What follows belongs to an exercise in optimizing a design on an open flow for small area; a production flow would make more cautious choices. Function was checked by simulation only, so behaviour that the tests miss may differ from the original. The flow treats the clock pin as an ideal source, which a real chip does not have. No activity file was given, so power comes from the tool's default toggle rates.

==> flow/design.v <==
module ALU(
	input i_clk,
	input i_fetch,
	input i_pass_y,
	input i_first_y,
	input i_second_y,
	input [2:0] i_j,
	input i_window,
	input logic[2:0] i_op,
	input logic[1:0] i_x,
	output logic[7:0] o_result
	);
	logic c;
	logic[2:0] amount;
	logic xp;
	logic[1:0] y;
	logic c1;
	logic c2;
	logic[1:0] r;
	logic[1:0] xs;
	logic[7:0] left;
	logic[7:0] right;
	wire pass_x = i_window && !i_j[2];
	wire shift_op = i_op[2] & (i_op[1] | i_op[0]);
	wire cin = pass_x && i_j[1:0] == 0 ? i_op[0] : c;
	wire[1:0] x = pass_x ? i_x : 2'b00;
	always_comb begin
		y = o_result[1:0] ^ {2{i_op[0]}};
		c1 = (x[0] & y[0]) | (cin & (x[0] ^ y[0]));
		c2 = (x[1] & y[1]) | (c1 & (x[1] ^ y[1]));
		xs = amount[0] ? {x[0], i_j == 0 ? 1'b0 : xp} : x;
		case(i_op)
			0, 1: r = x ^ y ^ {c1, cin};
			2: r = x & o_result[1:0];
			3: r = ~(x | o_result[1:0]);
			4: r = x ^ o_result[1:0];
			default: r = c ? 2'b00 : xs;
		endcase
		case(amount[2:1])
			0: left = 8'b00001111;
			1: left = 8'b00000111;
			2: left = 8'b00000011;
			default: left = 8'b00000001;
		endcase
		case(amount)
			0: right = 8'b00001111;
			1, 2: right = 8'b00011110;
			3, 4: right = 8'b00111100;
			5, 6: right = 8'b01111000;
			default: right = 8'b11110000;
		endcase
	end
	wire take = i_window && (shift_op ? (i_op[1] ? right[i_j] : left[i_j]) : !i_j[2]);
	always_ff @(posedge i_clk)
		xp <= x[1];
	always_ff @(posedge i_clk)
		if(i_fetch)
			o_result <= {i_x, o_result[7:2]};
		else if(i_pass_y) begin
			o_result <= {shift_op ? 2'b00 : i_x, o_result[7:2]};
			if(i_first_y) begin
				c <= 1'b0;
				amount[1:0] <= i_x;
			end else if(i_second_y) begin
				c <= i_x[1];
				amount[2] <= i_x[0];
			end else
				c <= c | i_x[1] | i_x[0];
		end else begin
			if(take)
				o_result <= {r, o_result[7:2]};
			if(pass_x && !shift_op)
				c <= c2;
		end
endmodule
module debounce(
	input i_clk,
	input i_rst,
	input [WIDTH - 1:0] i_btn,
	output [WIDTH - 1:0] o_events,
	output [WAIT - 1:0] o_counter
	);
	parameter WIDTH = 1;
	parameter WAIT = 4;
	logic[WAIT - 1:0] counter;
	logic[WIDTH - 1:0] debounced;
	logic[WIDTH - 1:0] events;
	always_ff @(posedge i_clk)
		if(i_rst)
		begin
			debounced <= '0;
			counter <= '0;
		end else
		begin
			if(counter == 2)
			begin
				debounced <= i_btn;
				events <= debounced & ~i_btn;
			end
			counter <= counter - 1'b1;
		end
	assign o_events = events;
	assign o_counter = counter;
endmodule
module top(
	input i_clk,
	input i_rst,
	input [10:0] i_btn,
	output [11:0] o_led
	);
	typedef enum logic[2:0] {S_OP, S_REG_SEL, S_REG_EDIT, S_X_REG_SEL, S_Y_REG_SEL, S_RES_REG_SEL, S_RES} states;
	states state;
	logic[2:0] slot[5];
	logic[7:0] rings[8];
	logic clearing;
	logic[7:0] shown_reg;
	wire[7:0] shown;
	wire[10:0] ev_held;
	wire[3:0] cnt;
	wire[7:0] alu_out;
	debounce #(11, 4) debouncer0(i_clk, i_rst, i_btn, ev_held, cnt);
	wire pending = cnt == 13 && !clearing;
	wire[10:0] ev = ev_held & {11{pending}};
	wire[1:0] ph = 2'(2'd1 - cnt[1:0]);
	logic ahead;
	logic behind;
	logic pass_y;
	logic window;
	logic[2:0] j;
	always_comb begin
		ahead = 1'b0;
		behind = 1'b0;
		pass_y = 1'b0;
		window = 1'b1;
		j = 3'(4'd5 - cnt);
		case(cnt)
			1, 0, 15, 14: ahead = 1'b1;
			12, 11, 10, 9: behind = 1'b1;
			default: ;
		endcase
		case(cnt)
			9, 8, 7, 6: pass_y = 1'b1;
			default: ;
		endcase
		case(cnt)
			13, 12, 11, 10, 9, 8, 7, 6: window = 1'b0;
			default: ;
		endcase
	end
	wire edit = state == S_REG_EDIT;
	wire in_res = state == S_RES;
	wire[7:0] edit_ev = edit ? ev[7:0] : 8'b0;
	wire store = in_res & ev_held[10];
	wire selecting = state == S_OP || state == S_REG_SEL;
	wire[2:0] addr = state == S_OP ? slot[1] : state == S_REG_SEL ? slot[0] ^ ev_held[2:0] :
		pass_y ? slot[4] : slot[3];
	wire[1:0] shown_pair = shown_reg[2 * ph +: 2];
	wire[1:0] tap = rings[addr][1:0];
	wire[1:0] operand = in_res && addr == slot[0] ? shown_pair : tap;
	ALU alu0(i_clk, selecting && ahead, pass_y, cnt == 9, cnt == 8, j, window, slot[1], operand, alu_out);
	wire we = (ahead & store) | (behind & (edit | state == S_REG_SEL));
	wire[2:0] waddr = slot[0];
	wire[1:0] wdata = clearing ? 2'b00 : shown_pair;
	always_ff @(posedge i_clk)
		for(int i = 0; i < 8; i++)
			rings[i] <= {clearing || (we && waddr == i) ? wdata : rings[i][1:0], rings[i][7:2]};
	always_ff @(posedge i_clk)
		if(i_rst)
			clearing <= 1'b1;
		else if(cnt == 13)
			clearing <= 1'b0;
	always_ff @(posedge i_clk)
		if(pending && (selecting || state == S_RES_REG_SEL || store))
			shown_reg <= alu_out;
		else
			shown_reg <= shown_reg ^ edit_ev;
	wire toggling = pending && state != S_REG_EDIT && state != S_RES;
	wire[2:0] field = slot[0] ^ (toggling ? ev[2:0] : 3'b0);
	wire rotate = pending && ev[8] && state != S_REG_EDIT && state != S_RES_REG_SEL &&
		!(state == S_REG_SEL && ev[9]);
	always_ff @(posedge i_clk)
		if(i_rst)
			for(int i = 0; i < 5; i++)
				slot[i] <= '0;
		else if(rotate) begin
			for(int i = 0; i < 4; i++)
				slot[i] <= slot[i + 1];
			slot[4] <= field;
		end else
			slot[0] <= field;
	always_ff @(posedge i_clk)
	begin
		if(i_rst)
			state <= S_OP;
		else
		case(state)
			S_OP: begin
				if(ev[8])
					state <= S_REG_SEL;
			end
			S_REG_SEL: begin
				if(ev[8])
					state <= S_X_REG_SEL;
				if(ev[9])
					state <= S_REG_EDIT;
			end
			S_REG_EDIT: begin
				if(ev[9])
					state <= S_REG_SEL;
			end
			S_X_REG_SEL: begin
				if(ev[8])
					state <= S_Y_REG_SEL;
			end
			S_Y_REG_SEL: begin
				if(ev[8])
					state <= S_RES_REG_SEL;
			end
			S_RES_REG_SEL: begin
				if(ev[8])
					state <= S_RES;
			end
			default: begin
				if(ev[8])
					state <= S_OP;
			end
		endcase
	end
	assign shown = state == S_REG_EDIT || state == S_RES ? shown_reg ^ edit_ev : {5'b0, slot[0]};
	assign o_led = {1'b0, state, ~shown};
endmodule
Settings: LEC_CHECK=0, ABC_AREA=1, CAP_MARGIN=20, CORE_MARGIN=2, CORE_UTILIZATION=70, SLEW_MARGIN=20; clock period 10.0 ns.
standard.sh (not shown) runs the stock make flow with config.mk's settings and CLKGATE_MAP_FILE= SYNTH_SCRIPT=/design/flow/synth_recipe.tcl, a recipe that flattens the netlist after the stock synthesis.
==> flow/flow/run.sh <==
#!/bin/bash
# The standard layout, with the ports buffered by the smallest buffer and the
# registers' clock pins split into eight groups by position, each behind a
# clkbuf_8 (flow/cluster_clock.tcl); CTS builds the tree above them, without
# dummy loads.
set -euo pipefail
export BUFFER_PORTS_ARGS="-buffer_cell sky130_fd_sc_hd__buf_1"
export PRE_CTS_TCL="$PWD/flow/cluster_clock.tcl"
export CTS_ARGS="-clk_nets i_clk -sink_clustering_enable -repair_clock_nets -buf_list sky130_fd_sc_hd__clkbuf_8 -dont_use_dummy_load"
bash standard.sh > standard.log 2>&1
Other scripts of this flow, unchanged in this note and not shown: flow/flow/cluster_clock.tcl
==> next run, changes <==
--- a/flow/config.mk
+++ b/flow/config.mk
@@ -9,4 +9,4 @@
 export CAP_MARGIN = 20
 export CORE_MARGIN = 2
-export CORE_UTILIZATION = 70
+export CORE_UTILIZATION = 55
 export SLEW_MARGIN = 20
The new run finished clean.
Total power falls by 0.86%.
Die area rises by 26%.
Setup slack is about the same.
Routed wire length falls by 2.1%.
Synthesized area stays the same.
Global-route usage falls by 6.2 points.
Core utilization falls by 16 points.

[separate check: timing with driven ports]
The flow's constraints put no driver on any port. The routed layouts listed below were extracted and timed again, unchanged, in two steps.
Step 1 assumes that a clkbuf_16 drives the clock port and a buf_2 every other input.
Step 2 also shifts input and output timing later by t, the mid clock arrival at the registers, as if the neighbouring blocks saw the same clock.
a / b / c = ideal / step 1 / step 2; a / b = the first two.
run | shift t [ns] | setup WS [ns] | slew at the worst register clock pin (ns)
the first run | 0.480 | 4.961 / 4.926 / 5.406 | 0.12 / 0.12
the second run | 0.463 | 4.962 / 4.932 / 5.395 | 0.10 / 0.10
After both steps setup and hold are still met in every run listed.
